What follows belongs to an exercise in optimizing a design on an open flow for small area and a short achievable clock period; a production flow would make more cautious choices. In this exercise RTL edits were held to simulation tests only and were not proved equivalent to the original. Power and IR drop assume default switching activity.

==> flow/design.v <==
module riscv_core_ref (
input clk,
input rstn,
output [31:0] instr_mem_addr,
input  [31:0] instr_mem_rdata,
output [31:0] data_mem_addr,
output        data_mem_write,
output [31:0] data_mem_wdata,
input  [31:0] data_mem_rdata
);
localparam BEQ   = 6'h00;
localparam BNE   = 6'h01;
localparam BLT   = 6'h02;
localparam BGE   = 6'h03;
localparam BLTU  = 6'h04;
localparam BGEU  = 6'h05;
localparam JALR  = 6'h06;
localparam JAL   = 6'h07;
localparam LUI   = 6'h08;
localparam AUIPC = 6'h09;
localparam ADDI  = 6'h0A;
localparam SLTI  = 6'h0B;
localparam SLTIU = 6'h0C;
localparam XORI  = 6'h0D;
localparam ORI   = 6'h0E;
localparam ANDI  = 6'h0F;
localparam SLLI  = 6'h10;
localparam SRLI  = 6'h11;
localparam SRAI  = 6'h12;
localparam ADD   = 6'h13;
localparam SUB   = 6'h14;
localparam OR    = 6'h15;
localparam XOR   = 6'h16;
localparam AND   = 6'h17;
localparam SLT   = 6'h18;
localparam SLTU  = 6'h19;
localparam SLL   = 6'h1A;
localparam SRL   = 6'h1B;
localparam SRA   = 6'h1C;
localparam LB    = 6'h1D;
localparam LH    = 6'h1E;
localparam LW    = 6'h1F;
localparam LBU   = 6'h20;
localparam LHU   = 6'h21;
localparam SB    = 6'h22;
localparam SH    = 6'h23;
localparam SW    = 6'h24;
localparam ILLEGAL = 6'h3F;
reg [31:0] rf [0:31];
reg [31:0] pc_ff;
reg [31:0] data_mem_wdata_l;
wire [31:0] instr_raw;
reg  [5:0] instr_e;
reg        illegal_instr;
wire [31:0] i_im;
wire [31:0] s_im;
wire [31:0] b_im;
wire [31:0] u_im;
wire [31:0] j_im;
wire        sign;
wire [4:0]  rsj_sel;
wire [4:0]  rsk_sel;
wire [4:0]  rsd_sel;
wire [31:0] rsj; 
wire [31:0] rsk;
reg  [31:0] pc_nxt;
reg  [31:0] rf_wdata;
reg  [31:0] d_addr;
reg  [31:0] d_wdata;
reg  [3:0]  d_wmask;
reg         d_write;
reg         take_branch;
reg         alu_op;
reg         load_op;
wire [31:0] ld_wsh;
wire [7:0]  ld_byte;
wire [15:0] ld_half;
assign rsd_sel = instr_raw[11:7];
assign rsj_sel = instr_raw[19:15];
assign rsk_sel = instr_raw[24:20];
assign sign    = instr_raw[31];
assign i_im = {{21{sign}}, instr_raw[30:20]};
assign s_im = {{21{sign}}, instr_raw[30:25], instr_raw[11:7]};
assign b_im = {{20{sign}}, instr_raw[7], instr_raw[30:25], instr_raw[11:8], 1'b0};
assign u_im = {sign, instr_raw[30:12], 12'b0};
assign j_im = {{12{sign}}, instr_raw[19:12], instr_raw[20], instr_raw[30:21], 1'b0};
assign rsj = (rsj_sel == 5'd0) ? 32'b0 : rf[rsj_sel];
assign rsk = (rsk_sel == 5'd0) ? 32'b0 : rf[rsk_sel];
assign instr_mem_addr = pc_ff;
assign instr_raw = instr_mem_rdata;
always @ (*) begin
    illegal_instr = 1'b0;
    instr_e = ILLEGAL;
    casez (instr_raw) 
        32'b?????????????????000?????1100011: instr_e = BEQ;
        32'b?????????????????001?????1100011: instr_e = BNE;
        32'b?????????????????100?????1100011: instr_e = BLT;
        32'b?????????????????101?????1100011: instr_e = BGE;
        32'b?????????????????110?????1100011: instr_e = BLTU;
        32'b?????????????????111?????1100011: instr_e = BGEU;
        32'b?????????????????000?????1100111: instr_e = JALR;
        32'b?????????????????????????1101111: instr_e = JAL;
        32'b?????????????????????????0110111: instr_e = LUI;
        32'b?????????????????????????0010111: instr_e = AUIPC;
        32'b?????????????????000?????0010011: instr_e = ADDI;
        32'b?????????????????010?????0010011: instr_e = SLTI;
        32'b?????????????????011?????0010011: instr_e = SLTIU;
        32'b?????????????????100?????0010011: instr_e = XORI;
        32'b?????????????????110?????0010011: instr_e = ORI;
        32'b?????????????????111?????0010011: instr_e = ANDI;
        32'b000000???????????001?????0010011: instr_e = SLLI;
        32'b000000???????????101?????0010011: instr_e = SRLI;
        32'b010000???????????101?????0010011: instr_e = SRAI;
        32'b0000000??????????000?????0110011: instr_e = ADD;
        32'b0100000??????????000?????0110011: instr_e = SUB;
        32'b0000000??????????110?????0110011: instr_e = OR;
        32'b0000000??????????100?????0110011: instr_e = XOR;
        32'b0000000??????????111?????0110011: instr_e = AND;
        32'b0000000??????????010?????0110011: instr_e = SLT;
        32'b0000000??????????011?????0110011: instr_e = SLTU;
        32'b0000000??????????001?????0110011: instr_e = SLL;
        32'b0000000??????????101?????0110011: instr_e = SRL;
        32'b0100000??????????101?????0110011: instr_e = SRA;
        32'b?????????????????000?????0000011: instr_e = LB;
        32'b?????????????????001?????0000011: instr_e = LH;
        32'b?????????????????010?????0000011: instr_e = LW;
        32'b?????????????????100?????0000011: instr_e = LBU;
        32'b?????????????????101?????0000011: instr_e = LHU;
        32'b?????????????????000?????0100011: instr_e = SB;
        32'b?????????????????001?????0100011: instr_e = SH;
        32'b?????????????????010?????0100011: instr_e = SW;
        default                               illegal_instr = 1'b1;
    endcase
end
always @ (*) begin
    case (instr_e) 
        BEQ:     take_branch = (rsj == rsk) ? 1'b1 : 1'b0;
        BNE:     take_branch = (rsj != rsk) ? 1'b1 : 1'b0;
        BLT:     take_branch = ($signed(rsj) < $signed(rsk)) ? 1'b1 : 1'b0;
        BGE:     take_branch = ($signed(rsj) >= $signed(rsk)) ? 1'b1 : 1'b0;
        BLTU:    take_branch = (rsj < rsk) ? 1'b1 : 1'b0;
        BGEU:    take_branch = (rsj >= rsk) ? 1'b1 : 1'b0;
        JALR,    
        JAL:     take_branch = 1'b1;
        default  take_branch = 1'b0;
    endcase 
end
always @ (*) begin
    if (take_branch) begin
        case (instr_e) 
            BEQ,
            BNE,
            BLT,
            BGE,
            BLTU,
            BGEU:    pc_nxt = pc_ff + b_im;
            JALR:    pc_nxt = (rsj + i_im) & 32'hFFFFFFFE;
            JAL:     pc_nxt = pc_ff + j_im;
            default  pc_nxt = pc_ff + 4;
        endcase
    end
    else begin
        pc_nxt = pc_ff + 4;
    end
end
always @ (*) begin
    alu_op = 1'b1;
    load_op = 1'b0;
    rf_wdata = 32'b0;
    case (instr_e) 
        JALR,    
        JAL:   rf_wdata = pc_ff + 4;
        LUI:   rf_wdata = {u_im[31:12], 12'b0};
        AUIPC: rf_wdata = pc_ff + u_im;
        ADDI:  rf_wdata = rsj + i_im;
        SLTI:  rf_wdata = ($signed(rsj) < $signed(i_im)) ? 1 : 0;
        SLTIU: rf_wdata = (rsj < i_im) ? 1 : 0;
        XORI:  rf_wdata = rsj ^ i_im;
        ORI:   rf_wdata = rsj | i_im;
        ANDI:  rf_wdata = rsj & i_im;
        SLLI:  rf_wdata = rsj << (i_im & 'h1F);
        SRLI:  rf_wdata = rsj >> (i_im & 'h1F);
        SRAI:  rf_wdata = $signed(rsj) >>> (i_im & 'h1F);
        ADD:   rf_wdata = rsj + rsk;
        SUB:   rf_wdata = rsj - rsk;
        OR:    rf_wdata = rsj | rsk;
        XOR:   rf_wdata = rsj ^ rsk;
        AND:   rf_wdata = rsj & rsk;
        SLT:   rf_wdata = ($signed(rsj) < $signed(rsk)) ? 1 : 0;
        SLTU:  rf_wdata = (rsj < rsk) ? 1 : 0;
        SLL:   rf_wdata = rsj << (rsk & 'h1F);
        SRL:   rf_wdata = rsj >> (rsk & 'h1F);
        SRA:   rf_wdata = $signed(rsj) >>> (rsk & 'h1F);
        LBU : begin alu_op = 1'b0; load_op = 1'b1; rf_wdata = {24'b0, ld_byte}; end
        LHU : begin alu_op = 1'b0; load_op = 1'b1; rf_wdata = {16'b0, ld_half}; end
        LW  : begin alu_op = 1'b0; load_op = 1'b1; rf_wdata = data_mem_rdata; end
        LB  : begin alu_op = 1'b0; load_op = 1'b1; rf_wdata = {{24{ld_byte[7]}},  ld_byte}; end
        LH  : begin alu_op = 1'b0; load_op = 1'b1; rf_wdata = {{16{ld_half[15]}}, ld_half}; end
        default alu_op = 1'b0;
    endcase
end
assign data_mem_addr = {d_addr[31:2], 2'b00};
assign data_mem_wdata = data_mem_wdata_l;
assign data_mem_write = d_write;
always @ (*) begin
    d_write = 1;
    d_wdata = 0;
    d_wmask = 0;
    d_addr = i_im + rsj;
    case (instr_e) 
        SB: begin
            d_addr  = s_im + rsj;
            d_wdata = {4{rsk[7:0]}};
            d_wmask = 4'h1 << d_addr[1:0];
        end
        SH: begin
            d_addr  = s_im + rsj;
            d_wdata = {2{rsk[15:0]}};
            d_wmask = (d_addr[1]) ? 4'hC : 4'h3;
        end
        SW: begin
            d_addr  = s_im + rsj;
            d_wdata = rsk;
            d_wmask = 4'hF;
        end
        default d_write = 0;
    endcase
end
always @ (*) begin
    begin
      data_mem_wdata_l[7:0]   = (d_wmask[0]) ? d_wdata[7:0]   : data_mem_rdata[7:0]; 
      data_mem_wdata_l[15:8]  = (d_wmask[1]) ? d_wdata[15:8]  : data_mem_rdata[15:8];
      data_mem_wdata_l[23:16] = (d_wmask[2]) ? d_wdata[23:16] : data_mem_rdata[23:16];
      data_mem_wdata_l[31:24] = (d_wmask[3]) ? d_wdata[31:24] : data_mem_rdata[31:24];
    end
end
assign ld_wsh   = data_mem_rdata >> {d_addr[1:0], 3'b000};
assign ld_byte = ld_wsh[7:0];
assign ld_half = (d_addr[1]) ? data_mem_rdata[31:16] : data_mem_rdata[15:0];
integer i;
always @ (posedge clk, negedge rstn) begin
    if (~rstn) begin
        for (i = 0 ; i < 32; i = i + 1) begin
            rf[i] <= 0;
        end
        pc_ff <= 0;
    end
    else begin
        pc_ff <= pc_nxt;
        if ((alu_op || load_op) && (rsd_sel != 5'd0)) begin
            rf[rsd_sel] <= rf_wdata;
        end
    end
end
endmodule
==> flow/run.sh <==
#!/bin/bash
# synth_recipe.tcl (not shown) runs the flow's synth.tcl, then flattens the netlist and writes it again
# the make line also repeats each setting of config.mk as NAME=value (left out here)
make -C /OpenROAD-flow-scripts/flow DESIGN_CONFIG=/design/flow/config.mk WORK_HOME=/design/flow/orfs CLKGATE_MAP_FILE= SYNTH_SCRIPT=/design/flow/synth_recipe.tcl finish
==> flow/config.mk <==
export PLATFORM = sky130hd
export DESIGN_NAME = riscv_core_ref
export DESIGN_NICKNAME = riscv_core_ref
export VERILOG_FILES = /design/flow/design.v
export SDC_FILE = /design/flow/constraint.sdc
export NUM_CORES = 4
export LEC_CHECK = 0
export CAP_MARGIN = 20
export CORE_MARGIN = 2
export CORE_UTILIZATION = 30
export PLACE_DENSITY = 0.45
export SLEW_MARGIN = 20
==> flow/constraint.sdc <==
create_clock -name core_clock -period 12.0 [get_ports {clk}]
set_input_delay 2.4000 -clock core_clock [delete_from_list [all_inputs] [get_ports {clk}]]
set_output_delay 2.4000 -clock core_clock [all_outputs]
set_load 0.01 [all_outputs]
==> results.json <==
{
  "syn_inst": 9006,
  "synth_top_flop_cell": "dfrtp_1",
  "ios": 163,
  "drc_errors": 0,
  "r2r-start": "rf[13][7]",
  "tns_ns": 0,
  "synth_cell_types": 117,
  "core_area_um2": 240000,
  "worstMarginPinSlew_ns": 1.41,
  "detailed_place_hpwl_mm": 442,
  "io_buffers": 159,
  "wl_per_cell_um": 48.0,
  "setup_viol": 0,
  "crit_arrival_ns": 9.36,
  "synth_edf_count": 0,
  "start_kind": "input port",
  "hold_path.class": "flop to flop",
  "whs_ns": 0.522,
  "synthArstFlopShare_pct": 100,
  "grt_max_degree": 157,
  "cts_buffers": 120,
  "slowest_delay_ns": 0.83,
  "yosys_warnings": 2,
  "rsz0062_at_grt": "no",
  "postSynthAreaPerCell_um2": 8.04,
  "crit_start": "instr_mem_rdata[16]",
  "utilization_pct": 36.2,
  "outcome": "timing/DRC/antenna clean",
  "drive_above_1_share_pct": 14.2,
  "highest_layer": "met5",
  "cp_common_cell": "a21oi_1",
  "worstPathMaxFanout": 22,
  "cts_resized": 0,
  "vias": 86700,
  "power_density_nw_per_um2": 132,
  "clockBufferDepth": 3,
  "final.min_clock_period_ns": 11.76,
  "grt_pass1_vias": 80900,
  "globalplace.congestion": 1.07,
  "start_util_pct": 30.1,
  "holdCritStartpoint": "rf[20][10]",
  "post-cts-setup-buffer-count": 0,
  "crit_path_end_kind": "output port",
  "p_leak_nw": 37.7,
  "htreeDepth": 3,
  "stdcell_area_um2": 86900,
  "cts_sinks": 1023,
  "cts_root_buf": "clkbuf_16",
  "met3WireLength_mm": 62.0,
  "hold_viol": 0,
  "grt-ovfl-total": 0,
  "timing.fmax_ghz": 0.0850,
  "rows": 180,
  "met1_length_mm": 210,
  "syn-cell-area_um2": 72400,
  "fin_ws_ns": 0.238,
  "finalMaxSlewViolations": 0,
  "post-route-period-util_pct": 98.0,
  "viasPerCell": 6.91,
  "placed_area_um2": 82500,
  "relSlewSlack_pct": 5.15,
  "irDropWorstVdd_uv": 135,
  "critical_path_class": "input port to output port",
  "die_h_um": 495,
  "dr_wl_met2_mm": 257,
  "cts_tree": "yes",
  "initialDrtViolationCount": 13300,
  "pre_cts_ws_ns": 0.337,
  "final_cells": 12500,
  "dp_cells": 12300,
  "area_growth_pct": 20.0,
  "slowest_stage": "a21oi_1",
  "die_w_um": 495,
  "grt_pass1_wl_mm": 788,
  "ys_seq_elements": 1023,
  "ant_nets": 0,
  "clkLatencyLatePin_ns": 0.84,
  "power.total_mw": 11.5,
  "cts_hold_buf": 0,
  "cp.required_ns": 9.60,
  "antenna_found_initial": 75,
  "die-area_um2": 245000,
  "ys_seq_area_share_pct": 35.3,
  "finalClockSkew_ns": 0.0739,
  "drv_cap": 0,
  "routed_wl_mm": 603,
  "finalNetCount": 9468,
  "clk_pin_slew_ns": 0.06,
  "drt_pass1_iterations": 7,
  "track_usage_pct": 47.7
}
==> synth_stat cells (44+ instances only) <==
| master | instances | share of area (%) |
|---|---|---|
| a21oi_1 | 1357 | 9.4 |
| nor2_1 | 1326 | 6.9 |
| dfrtp_1 | 1023 | 35 |
| clkbuf_1 | 503 | 2.6 |
| a22oi_1 | 472 | 4.9 |
| nand2_1 | 438 | 2.3 |
| nand3_1 | 433 | 3.0 |
| o21ai_0 | 291 | 2.0 |
| and3_1 | 261 | 2.3 |
| buf_2 | 248 | 1.7 |
| nand4_1 | 197 | 1.7 |
| ha_1 | 184 | 3.2 |
| mux2i_1 | 163 | 2.3 |
| inv_1 | 155 | 0.80 |
| nor3_1 | 126 | 0.87 |
| xnor2_1 | 118 | 1.4 |
| nor4_1 | 90 | 0.78 |
| a211oi_1 | 84 | 0.87 |
| a2111oi_0 | 80 | 0.97 |
| a21o_1 | 78 | 0.81 |
| a22o_1 | 66 | 0.80 |
| a221oi_1 | 64 | 0.77 |
| o211ai_1 | 63 | 0.65 |
| a31oi_1 | 60 | 0.52 |
| mux2_2 | 59 | 0.92 |
| buf_1 | 47 | 0.24 |
| xor2_1 | 44 | 0.53 |
==> cells in the final DEF (no fill, tap or decap), types with 77 or more instances in the layout <==
cell	instances
a22oi_1	472
clkbuf_16	120
inv_1	155
nor3_1	106
nand4_1	197
nand3_1	433
o21ai_0	286
nor2_1	1261
nand2_1	434
mux2i_1	162
xnor2_1	117
a21oi_1	1328
a21o_1	78
buf_4	641
a211oi_1	77
ha_1	184
clkdlybuf4s50_1	146
and3_1	260
buf_12	98
nor4_1	81
dfrtp_1	1023
==> routing by layer <==
metal	GRT usage (%)	vias up
li1	-	34000
met1	52.6	42900
met2	71.5	7156
met3	15.0	2648
met4	47.5	38
met5	0	-
==> sequential cells by signal (all words and copies together) (netlist names) <==
register,flops
pc_ff,31
rf,992
==> cells by family after synthesis <==
family                     synth area share [%]
adders and majority gates                  3.34
AOI/OAI and AO/OA                          28.3
muxes                                      3.74
and+or+nand+nor                            21.7
DFF                                        35.3
xor gates and xnor gates                   1.96
buffers and inverters                      5.60
other                                   0.00518
==> path summary, 6_finish.rpt <==
check	endpoint	slack, ns	cells past startpoint
setup / recovery	data_mem_addr[28]	0.24	26
hold / removal	rf[20][10]	0.52	2
setup reg to reg	rf[27][20]	3.82	23
hold reg to reg	rf[20][10]	0.52	2
max in group asynchronous	rf[15][17]	7.79	3
min in group asynchronous	rf[23][6]	1.58	1
==> cell type report <==
| class | instances | area, um2 |
|---|---|---|
| clock buffers | 173 | 3480 |
| clock inverters | 49 | 724 |
| repair buffers | 895 | 8330 |
| fillers | 25000 | 153000 |
| diodes | 52 | 130 |
| flip-flops and latches | 1023 | 25600 |
| well taps | 3185 | 3990 |
| inverters | 162 | 608 |
| multi-input cells | 7010 | 44100 |
==> worst max-delay path, delay by kind of cell <==
| kind | cells | cell delay, ns |
|---|---|---|
| AOI/OAI and AO/OA | 13 | 3.01 |
| and+or+nand+nor | 3 | 0.96 |
| adders and majority gates | 2 | 0.61 |
| buffers and inverters | 7 | 2.12 |
| xor gates and xnor gates | 1 | 0.23 |
==> where the power goes <==
| group | leakage (nW) | internal, mW | switching [mW] | total [mW] |
|---|---|---|---|---|
| Combinational | 21.6 | 1.01 | 2.38 | 3.39 |
| Clock | 2.04 | 2.28 | 1.72 | 4.00 |
| Sequential | 14.1 | 3.70 | 0.373 | 4.07 |
| Total | 37.7 | 6.99 | 4.47 | 11.5 |

## separate check: timing with driven ports
How much do the figures lean on ideal ports? The routed layout below was timed once more, with nothing changed but the port constraints.
Step 1, drivers: a clkbuf_16 drives clk and a buf_2 each remaining input, both assumed.
Step 2 moves the port delays by t, midway between the first and last clock arrival at a register: inputs arrive t later, outputs are due t later. That takes back most of the time a late clock gives input paths.
Slacks: ideal / step 1 / step 2; pairs: ideal / step 1.
shift t [ns]: 0.901
slack for setup (ns): 0.238 / 0.215 / 0.215
worst setup path at the end: input to output
After both steps setup and hold are still met in this run. The setup slack of this run moves by -0.023 ns with the drivers and by -0.023 ns with both steps.
